Context: an optimization exercise on an open-source flow, tuned for small area. The choices shown serve that exercise and are no tape-out recipe. In this exercise RTL edits were held to simulation tests only and were not proved equivalent to the original. Power and IR drop assume default switching activity.

==> design/flow/design.v <==
`default_nettype none
module fifo #(
   parameter DEPTH = 8,
   parameter WORD_WIDTH = 8
)(
   input wire clk,
   input wire rst,
   output wire wr_ready,
   input wire wr_valid,
   input wire [WORD_WIDTH-1:0] wr_data,
   input wire rd_ready,
   output wire rd_valid,
   output wire [WORD_WIDTH-1:0] rd_data
);
   localparam PTRLEN = $clog2(DEPTH);  
   reg [PTRLEN:0] rd_ptr, wr_ptr;
   wire [PTRLEN-1:0] rd_addr = rd_ptr[PTRLEN-1:0];
   wire [PTRLEN-1:0] wr_addr = wr_ptr[PTRLEN-1:0];
   reg [WORD_WIDTH-1:0] mem [0:DEPTH-1];
   wire [PTRLEN:0] level = wr_ptr - rd_ptr;
   wire empty = (level == 0);
   wire full = (level == {1'b1, {(PTRLEN){1'b0}}});
   always @(posedge clk or negedge rst) begin
      if (~rst) begin
         rd_ptr <= 0;
         wr_ptr <= 0;
         for (integer i = 0; i < DEPTH; i++) begin
            mem[i] <= 0;
         end
      end else begin
         if (rd_ready && rd_valid) begin
            rd_ptr <= rd_ptr + 1;
         end
         if (wr_ready && wr_valid) begin
            mem[wr_addr] <= wr_data;
            wr_ptr <= wr_ptr + 1;
         end
      end
   end
   assign rd_valid = !empty;
   assign wr_ready = !full;
   assign rd_data = mem[rd_addr];
endmodule
`default_nettype none
module serdes #(
   parameter WORD_WIDTH = 8,
   parameter PACKET_WIDTH = 9  
) (
   input wire clk,
   input wire rst,
   output reg ready,
   input wire valid,
   input wire [PACKET_WIDTH-1:0] data,
   output wire sd,
   output wire cs,
   output wire sck,
   output wire rs
);
localparam BIT_PTR_MAX = (1 << $clog2(WORD_WIDTH)) - 1;
localparam RSEL_MSB = PACKET_WIDTH-1;
reg [$clog2(WORD_WIDTH)-1:0] bit_ptr, bit_ptr_nxt;
reg [PACKET_WIDTH-1:0] frame, frame_nxt;
wire last_bit = bit_ptr == 0;
localparam IDLE = 2'b00;
localparam ACTIVE = 2'b01;
reg [1:0] state, state_nxt;
always @(posedge clk or negedge rst) begin
   if (~rst) begin
      bit_ptr <= BIT_PTR_MAX;  
      frame <= 0;
      state <= IDLE;
   end else begin
      bit_ptr <= bit_ptr_nxt;
      frame <= frame_nxt;
      state <= state_nxt;
   end
end
always @(*) begin
   state_nxt = state;
   frame_nxt = frame;
   bit_ptr_nxt = bit_ptr;
   ready = 1'b0;
   case (state)
      IDLE: begin
         ready = 1'b1;
         if (valid && ready) begin
            state_nxt = ACTIVE;
            frame_nxt = data;
         end
      end
      ACTIVE: begin
         if (last_bit) begin
            bit_ptr_nxt = BIT_PTR_MAX;
            ready = 1'b1;
            if (valid && ready)  
               frame_nxt = data;
            else
               state_nxt = IDLE;
         end else begin
            bit_ptr_nxt = bit_ptr - 1;
         end
      end
   endcase
end
assign sd = frame[bit_ptr];
assign rs = frame[RSEL_MSB];
assign cs = !(state == ACTIVE);
assign sck = ~cs;  
endmodule
`default_nettype none
module decoder #(
   parameter WORD_WIDTH = 8,
   parameter PACKET_WIDTH = 9
)(
   input wire clk,
   input wire rst,
   input wire en,
   input wire upstream_wait,
   input wire ready,
   output wire valid,
   output wire [PACKET_WIDTH-1:0] data,
   output wire last_page
);
localparam INITSEQ_SIZE  =  22;
localparam ARG_MSB       =  2;
localparam STALL_CTR_WIDTH = 24;
localparam [(INITSEQ_SIZE*8)-1:0] INITSEQ = {
   8'h01, (8'b1 << 7) ,
   8'h11 , (8'b1 << 7) ,
   8'h2A  , 8'd4     , 8'h00, 8'h28, 8'h01, 8'h17 ,
   8'h2B  , 8'd4     , 8'h00, 8'h35, 8'h00, 8'hbb,
   8'h21  , (8'b1 << 6),
   8'h13  , (8'b1 << 6),
   8'h29 , (8'b1 << 6)
};
localparam IDLE          = 3'b000;
localparam CMD           = 3'b001;
localparam ARGS          = 3'b010;
localparam STALL         = 3'b011;
localparam UPSTREAM_WAIT = 3'b100;
reg [2:0] state, state_nxt;
reg [ARG_MSB:0] arg_ctr, arg_ctr_nxt;
reg [$clog2(INITSEQ_SIZE)-1:0] ptr, ptr_nxt;
reg [STALL_CTR_WIDTH-1:0] stall_ctr, stall_ctr_nxt;
localparam PTR_WIDTH = $clog2(INITSEQ_SIZE);
localparam [((1 << PTR_WIDTH)*8)-1:0] INITSEQ_PAD = {{(((1 << PTR_WIDTH)-INITSEQ_SIZE)*8){1'b0}}, INITSEQ};
wire [PTR_WIDTH-1:0] meta_idx = ptr - 1'b1;
wire [PTR_WIDTH-1:0] arg_idx  = ptr - arg_ctr;
wire [WORD_WIDTH-1:0] meta               = INITSEQ_PAD[WORD_WIDTH*meta_idx+:WORD_WIDTH];
wire [$clog2(INITSEQ_SIZE)-1:0] ptr_page_end = ptr - 1 - meta[ARG_MSB:0];
wire stall                               = meta[7] | meta[6];
reg [PACKET_WIDTH-1:0] frame;
reg frame_valid;
always @(*) begin
   state_nxt = state;
   arg_ctr_nxt = arg_ctr;
   ptr_nxt = ptr;
   stall_ctr_nxt = stall_ctr;
   frame = 0;
   frame_valid = 1'b0;
   case (state)
      IDLE: if (en) state_nxt = CMD;
      CMD: begin
         frame = {1'b0, INITSEQ_PAD[WORD_WIDTH*ptr+:WORD_WIDTH]};
         frame_valid = 1'b1;
         if (meta[ARG_MSB:0] == 0) begin  
            state_nxt = UPSTREAM_WAIT;
         end else begin
            state_nxt = ARGS;
            arg_ctr_nxt = meta[ARG_MSB:0];
         end
      end
      ARGS: begin
         frame = {1'b1, INITSEQ_PAD[WORD_WIDTH*arg_idx+:WORD_WIDTH]};
         frame_valid = 1'b1;
         if (arg_ctr == 0) begin
            state_nxt = UPSTREAM_WAIT;
         end else
            arg_ctr_nxt = arg_ctr - 1;
      end
      STALL: begin
         stall_ctr_nxt = stall_ctr - 1;
         if (stall_ctr == 0) state_nxt = last_page ? IDLE : CMD;
      end
      UPSTREAM_WAIT: begin
         if (!upstream_wait) begin
            state_nxt = stall ? STALL : (last_page ? IDLE : CMD);
            stall_ctr_nxt = meta[7] ? 24'd600000 : (meta[6] ? 24'd30000 : 0);
            ptr_nxt = ptr_page_end - 1;  
         end
      end
   endcase
end
always @(posedge clk or negedge rst) begin
   if (~rst) begin
      state <= IDLE;
      arg_ctr <= 0;
      ptr <= INITSEQ_SIZE - 1;
      stall_ctr <= 0;
   end else begin
      state <= state_nxt;
      arg_ctr <= arg_ctr_nxt;
      ptr <= ptr_nxt;
      stall_ctr <= stall_ctr_nxt;
   end
end
assign data      = frame;
assign valid     = frame_valid;
assign last_page = ptr_page_end == 0;
endmodule
`default_nettype none
module stall #(
   parameter CTR_WIDTH = 24
) (
   input wire clk,
   input wire  rst,
   input wire [CTR_WIDTH-1:0] cycles,
   input wire en,
   output wire done
);
reg stalling;
reg [CTR_WIDTH-1:0] ctr;
wire last = ctr == 0;
always @(posedge clk or negedge rst) begin
   if (~rst) begin
      stalling <= 1'b0;
      ctr <= 0;
   end else begin
      if (en && (!stalling || last)) begin  
         stalling <= 1'b1;
         ctr <= cycles - 1;
      end else if (stalling) begin
         if (last)
            stalling <= 0;
         else
            ctr <= ctr - 1;
      end
   end
end
assign done = last && stalling;
endmodule
`default_nettype none
module ram_writer #(
   parameter WORD_WIDTH = 8,
   parameter PACKET_WIDTH = 9
)(
   input wire clk,
   input wire rst,
   output reg valid,
   input wire ready,
   output reg [PACKET_WIDTH-1:0] data,
   input wire en,
   output reg done
);
localparam IDLE = 2'b00;
localparam CMD = 2'b01;
localparam DATA = 2'b10;
localparam RED = {{6{1'b1}}, 2'b00};
localparam GREEN = {8{1'b0}};
localparam BLUE = {8{1'b0}};
localparam DATA_MAX_CNT = 3*135*120;  
reg [1:0] state, state_nxt;
reg [$clog2(DATA_MAX_CNT)-1:0] data_ctr, data_ctr_nxt;
always @(*) begin
   state_nxt = state;
   data_ctr_nxt = data_ctr;
   valid = 1'b1;
   done = 1'b0;
   data = 0;
   case (state)
      IDLE: begin
         if (en) state_nxt = CMD;
         valid = 1'b0;
      end
      CMD: begin
         if (ready) begin  
            state_nxt = DATA;
            data_ctr_nxt = DATA_MAX_CNT - 1;
            data = {1'b0, 8'h2C};  
         end
      end
      DATA: begin
         if (ready) begin
            data_ctr_nxt = data_ctr - 1;
            case (data_ctr % 3)
               2'b00: data = {1'b1, BLUE};
               2'b01: data = {1'b1, GREEN};
               2'b10: data = {1'b1, RED};
            endcase
         end
         if (data_ctr == 0) begin
            state_nxt = IDLE;
            done = 1'b1;
         end
      end
   endcase
end
always @(posedge clk or negedge rst) begin
   if (~rst) begin
      state <= IDLE;
      data_ctr <= 0;
   end else begin
      state <= state_nxt;
      data_ctr <= data_ctr_nxt;
   end
end
endmodule
`default_nettype none
module lcd_st7789v3 (
   input  wire clk,
   input  wire rst,
   output wire lcd_rst,
   output wire lcd_rs,
   output wire lcd_sd,
   output wire lcd_sck,
   output wire lcd_cs
);
localparam STALL_CTR_WIDTH = 24;
localparam WORD_WIDTH      = 9;
localparam DRIVER_RESET   = 3'b000;
localparam DRIVER_START   = 3'b001;
localparam DRIVER_HWRST   = 3'b010;
localparam DRIVER_INITSEQ = 3'b011;
localparam DRIVER_WRMEM   = 3'b100;
localparam DRIVER_IDLE    = 3'b101;
reg[2:0] state, state_nxt;
reg io_rst;
wire io_rs;
wire io_sd;
wire io_cs;
wire io_sck;
wire fifo_wr_ready;
wire fifo_rd_valid;
wire [WORD_WIDTH-1:0] fifo_rd_data;
wire serdes_ready;
wire decoder_valid;
wire decoder_last_page;
reg decoder_en;
wire decoder_upstream_wait = fifo_rd_valid || !serdes_ready;  
wire [WORD_WIDTH-1:0] decoder_data;
wire [WORD_WIDTH-1:0] ram_writer_data;
wire ram_writer_valid;
wire ram_writer_done;
reg ram_writer_en;
wire [WORD_WIDTH-1:0] fifo_wr_data = state == DRIVER_INITSEQ ? decoder_data : ram_writer_data;
wire fifo_wr_valid = state == DRIVER_INITSEQ ? decoder_valid : ram_writer_valid;
fifo #(.WORD_WIDTH(WORD_WIDTH)) f0 (
   .clk     (clk),
   .rst     (rst),
   .wr_ready(fifo_wr_ready),
   .wr_valid(fifo_wr_valid),
   .wr_data (fifo_wr_data),
   .rd_ready(serdes_ready),
   .rd_valid(fifo_rd_valid),
   .rd_data (fifo_rd_data)
);
serdes #(.PACKET_WIDTH(WORD_WIDTH)) ser0 (
   .clk  (clk),
   .rst  (rst),
   .ready(serdes_ready),
   .valid(fifo_rd_valid),
   .data (fifo_rd_data),
   .sd   (io_sd),
   .cs   (io_cs),
   .sck  (io_sck),
   .rs   (io_rs)
);
decoder #(.PACKET_WIDTH(WORD_WIDTH)) d0 (
.clk              (clk),
   .rst           (rst),
   .en            (decoder_en),
   .upstream_wait (decoder_upstream_wait),
   .valid         (decoder_valid),
   .ready         (fifo_wr_ready),
   .data          (decoder_data),
   .last_page     (decoder_last_page)
);
reg stall_en;
reg [STALL_CTR_WIDTH-1:0] stall_cycles;
wire stall_done;
stall s0 (
   .clk   (clk),
   .rst   (rst),
   .en    (stall_en),
   .cycles(stall_cycles),
   .done  (stall_done)
);
ram_writer #(.PACKET_WIDTH(WORD_WIDTH)) rw0 (
   .clk   (clk),
   .rst   (rst),
   .en    (ram_writer_en),
   .done  (ram_writer_done),
   .ready (fifo_wr_ready),
   .valid (ram_writer_valid),
   .data  (ram_writer_data)
);
always @(*) begin
   state_nxt = state;
   stall_en = 0;
   stall_cycles = 0;
   decoder_en = 1'b0;
   ram_writer_en = 1'b0;
   io_rst = 1'b1;
   case (state)
      DRIVER_RESET: begin
         state_nxt = DRIVER_START;
         stall_en = 1'b1;
         stall_cycles = 24'd600000;
      end
      DRIVER_START: begin
         if (stall_done) begin
            state_nxt = DRIVER_HWRST;
            stall_en = 1'b1;
            stall_cycles = 24'd60;
         end
      end
      DRIVER_HWRST: begin
         io_rst = 1'b0;
         if (stall_done) begin
            state_nxt = DRIVER_INITSEQ;
            decoder_en = 1'b1;
         end
      end
      DRIVER_INITSEQ: begin
         if (decoder_last_page && !decoder_upstream_wait) begin
            state_nxt = DRIVER_WRMEM;
            ram_writer_en = 1'b1;
         end
      end
      DRIVER_WRMEM: begin
         if (ram_writer_done) state_nxt = DRIVER_IDLE;
      end
      DRIVER_IDLE: begin
      end
   endcase
end
always @(posedge clk or negedge rst) begin
   if (~rst) begin
      state <= DRIVER_RESET;
   end else begin
      state <= state_nxt;
   end
end
assign lcd_rst = io_rst;
assign lcd_rs = io_rs;
assign lcd_sd = io_sd;
assign lcd_cs = io_cs;
assign lcd_sck = io_sck;
endmodule
==> design/flow/run.sh <==
#!/bin/bash
# synth_recipe.tcl (not shown) runs the flow's synth.tcl, then flattens the netlist and writes it again
# the make line also repeats each setting of config.mk as NAME=value (left out here)
make -C /OpenROAD-flow-scripts/flow DESIGN_CONFIG=/design/flow/config.mk WORK_HOME=/design/flow/orfs CLKGATE_MAP_FILE= SYNTH_SCRIPT=/design/flow/synth_recipe.tcl finish
==> design/flow/config.mk <==
export PLATFORM = sky130hd
export DESIGN_NAME = lcd_st7789v3
export DESIGN_NICKNAME = lcd_st7789v3
export VERILOG_FILES = /design/flow/design.v
export SDC_FILE = /design/flow/constraint.sdc
export NUM_CORES = 4
export LEC_CHECK = 0
export CAP_MARGIN = 20
export CORE_MARGIN = 2
export CORE_UTILIZATION = 40
export SLEW_MARGIN = 20
==> design/flow/constraint.sdc <==
create_clock -name core_clock -period 12.0 [get_ports {clk}]
set_input_delay 2.4000 -clock core_clock [delete_from_list [all_inputs] [get_ports {clk}]]
set_output_delay 2.4000 -clock core_clock [all_outputs]
set_load 0.01 [all_outputs]
==> results.tsv <==
metric	value	unit
via_count	12192	
die_w	189	µm
tightest_slew	1.05	ns
ir_drop	0.0000900	V
ys_types	108	
critPathMaxFanout	26	
worstSetupStartpointType	flip-flop	
ys_ff_latch	174	
cp_slowest_cell	dfrtp_1	
hold_ws	0.477	ns
max_stage_delay	0.76	ns
track_usage	0.206	
cap_violations	0	
syn_avg_cell_area	8.11	µm²
rsz0062_at_grt	no	
synth.most_common_cell	nand2_1	
die_area	0.0356	mm²
reg2reg_depth	28	
dpl.hpwl	24800	µm
clock-root-buffer	clkbuf_16	
antennaDiodeCount	0	
clkTransAtPathRegs	0.08	ns
port_buffers	6	
p_leak	0.00602	µW
setup_viol	0	
drt_pass1_iterations	6	
post_cts_buffers	0	
initial_core_util	0.407	
synth_largest_area_cell	dfrtp_1	
critical_path_required	12.31	ns
finalInstanceArea	0.0144	mm²
grt_pass1_wl	61000	µm
crit_path_end_kind	flip-flop	
drv_slew	0	
cp_common_cell	ha_1	
grt_overflow	0	
fin_nets	1653	
finalCritPeriodShare	0.837	
hp-class	flip-flop to flip-flop	
finClkSkew	0.0136	ns
cts_resized	0	
synth_edf_count	0	
dpl-instance-area	0.0138	mm²
fp-row-count	67	
ys_top_cells_by_area	dfrtp_1 31%, nand2_1 5.6%, a21oi_1 5.0%, nor2_1 4.9%, ha_1 4.0%	
clock_sinks	174	
synth_ff_type	dfrtp_1	
power.total	1180	µW
cts_hold_buf	0	
detail-route-antenna-nets	0	
fp.coreArea	0.0335	mm²
layout_min_cycle_time	10.05	ns
grt_pass1_vias	11898	
die_h	189	µm
power.density	81.8	mW/mm²
ys.warnings.count	7	
vias_per_cell	5.90	
syn-num-nets	1729	
drive_gt1_frac	0.0970	
cts_max_level	4	
tns	0	ns
wl_per_cell	17.3	µm
syn2layout_area_growth	5.62	%
status	no timing/DRC/antenna violations	
antenna_found_initial	0	
worst_ep_arrival_time	10.36	ns
grt_start_max_net_pins	79	
insertion_delay	0.44	ns
async_flop_share	1.00	
crit_type	flip-flop to flip-flop	
ios	7	
netlist_area	0.0136	mm²
fmax	0.0995	GHz
gp_congestion	0.846	
synth_common_cells	204 x nand2_1, 179 x nor2_1, 168 x dfrtp_1	
synth_cells	1681	
place_inst	2034	
relSlewSlack	0.297	
first_iter_violations	1178	
clockBufferDepth	2	
synth_top_area_share	0.308	
final_cells	2066	
ys_seq_area_frac	0.320	
cts_tree	done	
hold_viol_final	0	
cts_made_buffers	17	
hold_depth	2	
routed_wirelength	35800	µm
drc	0	
[final cells by class]
cell class / count / area, µm²
inverter: 58 / 218
clock inverter: 14 / 168
clock buffer: 18 / 429
timing repair buffer: 19 / 159
sequential: 174 / 4360
fill: 3386 / 19100
tap: 448 / 561
multi-input combinational: 1335 / 8500
[layout by cell type (no fill, tap or decap), drive strengths merged, types with 11 or more instances in the layout]
| cell | count |
|---|---|
| o22ai | 13 |
| dfrtp | 168 |
| o211ai | 14 |
| mux2i | 30 |
| o31ai | 13 |
| or3 | 11 |
| nand2 | 205 |
| nor2b | 11 |
| clkbuf | 18 |
| a31oi | 20 |
| nor2 | 179 |
| inv | 63 |
| a211oi | 45 |
| buf | 14 |
| nor3 | 78 |
| and2 | 17 |
| nor4 | 18 |
| nand3 | 62 |
| o21ai | 131 |
| nand4 | 17 |
| nand2b | 14 |
| a21oi | 137 |
| and3 | 27 |
| ha | 44 |
| mux2 | 27 |
| xnor2 | 43 |
[state kept, by name, indices dropped and copies added, names as in the netlist]
name          flops
s0.ctr           24
ser0.state        1
d0.arg_ctr        3
ser0.bit_ptr      3
s0.stalling       1
state             3
d0.ptr            5
f0.rd_ptr         4
f0.wr_ptr         4
rw0.data_ctr     16
d0.stall_ctr     24
rw0.state         2
f0.mem           72
ser0.frame        9
d0.state          3
[worst max-delay path, delay by kind of cell, from the launching register on]
family | cells | cell delay (ns)
simple gates | 15 | 4.69
compound gates | 9 | 3.11
fa+ha+maj | 3 | 0.94
mux | 1 | 0.39
flops | 1 | 0.76
[metal layers]
metal	vias to the layer above	global-route usage	wire, µm
li1	5953	-	-
met1	5918	0.282	16800
met2	278	0.339	16700
met3	43	0.0266	1460
met4	0	0.0664	745
met5	-	0	0
[where the power goes]
part           leakage [µW]  internal (µW)  total (µW)  switching, µW
registers           0.00234            586         586              0
logic               0.00339          0.728        12.3           11.6
clock network      0.000287            315         579            264
[stage by stage]
step           setup slack, ns   util
6_report                  1.95  0.429
5_1_grt                   1.34  0.429
4_1_cts                   1.74  0.429
3_5_place_dp              1.79  0.412
3_3_place_gp              2.05  0.412
2_1_floorplan             3.63      -
[kinds of logic (layout without fill, tap and decap cells)]
family / count (synthesis) / in the layout / share of synthesized area
XOR/XNOR: 51 / 51 / 0.0328
AO/OA/AOI/OAI: 479 / 479 / 0.236
AND/OR/NAND/NOR: 698 / 698 / 0.262
adder cells (fa/ha/maj): 48 / 48 / 0.0448
multiplexers: 59 / 59 / 0.0476
flip-flops: 174 / 174 / 0.320
buffers and inverters: 172 / 109 / 0.0565
[worst paths after layout]
kind	endpoint	startpoint	slack, ns
worst min register to register	f0.mem[6][1]	f0.mem[6][1]	0.48
worst min-delay path	f0.mem[6][1]	f0.mem[6][1]	0.48
worst max register to register	f0.mem[0][8]	rw0.data_ctr[14]	1.95
min in group asynchronous	s0.ctr[15]	rst	2.00
worst max-delay path	f0.mem[0][8]	rw0.data_ctr[14]	1.95
max in group asynchronous	f0.mem[1][4]	rst	8.16

==> afterwards: timing with drivers on the ports <==
In the flow no input, the clock included, has a driving cell. The finished layout below was timed again as built, in two steps.
Step 1: set_driving_cell puts a clkbuf_16 on clk and a buf_2 on each other input, an assumption about the parent block.
Step 2, shift: input delay + t, output delay - t, t = (earliest + latest rising clock arrival at the registers) / 2. This alone moves slack from input paths to output paths.
Slacks: ideal ports / drivers / drivers and shift; pairs: ideal ports / drivers.
shift t [ns]: 0.491
setup slack, ns: 1.951 / 1.951 / 1.951
slew at the worst register clock pin (ns): 0.08 / 0.08
worst data-port slew with drivers (ns): 0.04
After both steps this run still meets setup and hold. The setup slack of this run moves by 0.000 ns with the drivers and by 0.000 ns with both steps.
